Background: an optimization exercise with open tools, aiming at small area. Do not read the settings as production practice.
RTL that was checked went through simulation tests only; none was proved equivalent to the original.
Power and IR drop assume default switching activity.

==> flow/design.v (excerpt) <==
module top_fsm
(
    input logic clk,
    input logic rst,
    input logic [3:0] btn,
    output logic [3:0] led,
    output logic [2:0] rgb
);
    logic [3:0] btn_pulse;
genvar k;
generate
    for (k = 0; k < 4; k++) begin : g_btn
        debounce db_btn_i
        (
            .clk(clk),
            .rst(rst),
            .button(btn[k]),
            .pulse(btn_pulse[k])
        );
    end
endgenerate
lock_fsm lock_fsm_i
(
    .clk(clk),
    .rst(rst),
    .nwse(btn_pulse),
    .led(led),
    .rgb(rgb)
);
endmodule
export LEC_CHECK = 0
export CAP_MARGIN = 20
export CORE_MARGIN = 2
export CORE_UTILIZATION = 40
export SLEW_MARGIN = 20
create_clock -name core_clock -period 8.0 [get_ports {clk}]
standard.sh (not shown) runs the stock make flow with config.mk's settings and CLKGATE_MAP_FILE= SYNTH_SCRIPT=/design/flow/synth_recipe.tcl, a recipe that flattens the netlist after the stock synthesis.
==> flow/flow/run.sh <==
#!/bin/bash
# Standard layout with custom clock tree synthesis and port buffer arguments.
set -e
export CTS_ARGS="-sink_clustering_enable -repair_clock_nets -dont_use_dummy_load -sink_clustering_size 40 -sink_clustering_max_diameter 500 -buf_list {sky130_fd_sc_hd__clkbuf_8 sky130_fd_sc_hd__clkbuf_16}"
export BUFFER_PORTS_ARGS="-buffer_cell sky130_fd_sc_hd__buf_1"
bash standard.sh > standard.log 2>&1
Next try:
==> flow/flow/run.sh (replaced) <==
#!/bin/bash
# Standard layout with custom clock tree synthesis and port buffer arguments.
set -e
export CTS_ARGS="-repair_clock_nets -dont_use_dummy_load -buf_list sky130_fd_sc_hd__clkbuf_16"
export BUFFER_PORTS_ARGS=""
bash standard.sh > standard.log 2>&1
Outcome: The changed run completed without violations; non-clock buffer count does not change; sequential share of layout area came out lower by 2.6 points; via count drops by 0.63%; clock-buffer cell count does not change; register-to-register slack gets better by 0.03 ns; worst setup slack gets better by 0.034 ns; global-route usage fell by 0.18 points; final area goes up by 5.5%; die area stays the same; clock skew falls by 0.0036 ns.
Next try:
==> flow/run.sh (new file) <==
#!/bin/bash
# synth_recipe.tcl (not shown) runs the flow's synth.tcl, then flattens the netlist and writes it again
# the make line also repeats each setting of config.mk as NAME=value (left out here)
make -C /OpenROAD-flow-scripts/flow DESIGN_CONFIG=/design/flow/config.mk WORK_HOME=/design/flow/orfs CLKGATE_MAP_FILE= SYNTH_SCRIPT=/design/flow/synth_recipe.tcl finish
removed: flow/flow/run.sh
removed: flow/standard.sh
Result: The changed run passed the timing, design-rule and antenna checks; total power rose by a few percent; synthesized area stays the same; core utilization rose by 0.47 points; global-route usage is about the same; cell area increases slightly; wire length stays flat; clock power increases by roughly a tenth; cell count went up slightly.
No functional check of the RTL was part of any run of this note.


top_fsm, a different RTL version from the one above (not shown whole).
For scale: roughly 76 flip-flops, ~13 I/O pins, about 3300 um^2 of cells after synthesis.
clock: 8.0 ns
lec_check: 0
cap_margin: 20
core_margin: 2
core_utilization: 40
cts_cluster_diameter: 500
cts_cluster_size: 100
slew_margin: 20
run.sh (not shown) runs the stock make flow with config.mk's settings and CLKGATE_MAP_FILE= SYNTH_SCRIPT=/design/flow/synth_recipe.tcl, a recipe that flattens the netlist after the stock synthesis.
Stock flow here: none of the scripts above is used.
The baseline went through all stages and came out clean.
Change:
Settings changed: CTS_CLUSTER_DIAMETER 500 to default, CTS_CLUSTER_SIZE 100 to default.
=> Design area stays the same. Clock skew is unchanged. Die area stays the same.


Another version of the RTL of top_fsm (not shown whole).
Size: ~410 cells after synthesis, roughly 76 flip-flops, about 13 I/O pins.
make LEC_CHECK=0 ABC_AREA=1 CAP_MARGIN=20 CORE_MARGIN=2 CORE_UTILIZATION=40 SLEW_MARGIN=20 finish   # period 8.0 ns
The starting point ran to the end with no violations.
Rerun with:
--- a/flow/config.mk
+++ b/flow/config.mk
@@ -8 +7,0 @@
-export ABC_AREA = 1
What happened: Worst setup slack degrades by 630 ps. Via count decreases by 12%. Sequential cell count does not change. Area after synthesis decreases by 2.4%. Wire length decreases by 6.1%.
No functional check of the RTL was part of any run of this note.

-- afterwards: timing with drivers on the ports --
How much do the figures lean on ideal ports? The routed layouts below were timed once more, with nothing changed but the port constraints. Step 1, drivers: a clkbuf_16 drives clk and a buf_2 each remaining input, both assumed. Step 2 times the ports against the registers' clock, not the clock port: input delays grow and output delays shrink by t, the midpoint of the rising clock arrivals with the driver on. Three values: ideal ports, drivers, drivers and shift; two values: the first two.
run | t, ns | setup WS [ns] | worst register clock-pin slew, ns | pins driven straight from the clock port
the first run of note 1 | 0.355 | 4.170 / 4.170 / 4.170 | 0.08 / 0.08 | 1
the second run of note 1 | 0.345 | 4.203 / 4.203 / 4.203 | 0.06 / 0.06 | 1
the third run of note 1 | 0.358 | 4.194 / 4.194 / 4.194 | 0.08 / 0.08 | 1
the first run of note 2 | 0.373 | 3.651 / 3.651 / 3.651 | 0.09 / 0.09 | 1
the second run of note 2 | 0.373 | 3.651 / 3.651 / 3.651 | 0.09 / 0.09 | 1
the first run of note 3 | 0.364 | 4.080 / 4.069 / 4.080 | 0.08 / 0.08 | 1
the second run of note 3 | 0.366 | 3.452 / 3.452 / 3.452 | 0.09 / 0.09 | 1
After both steps every run listed still meets setup and hold.
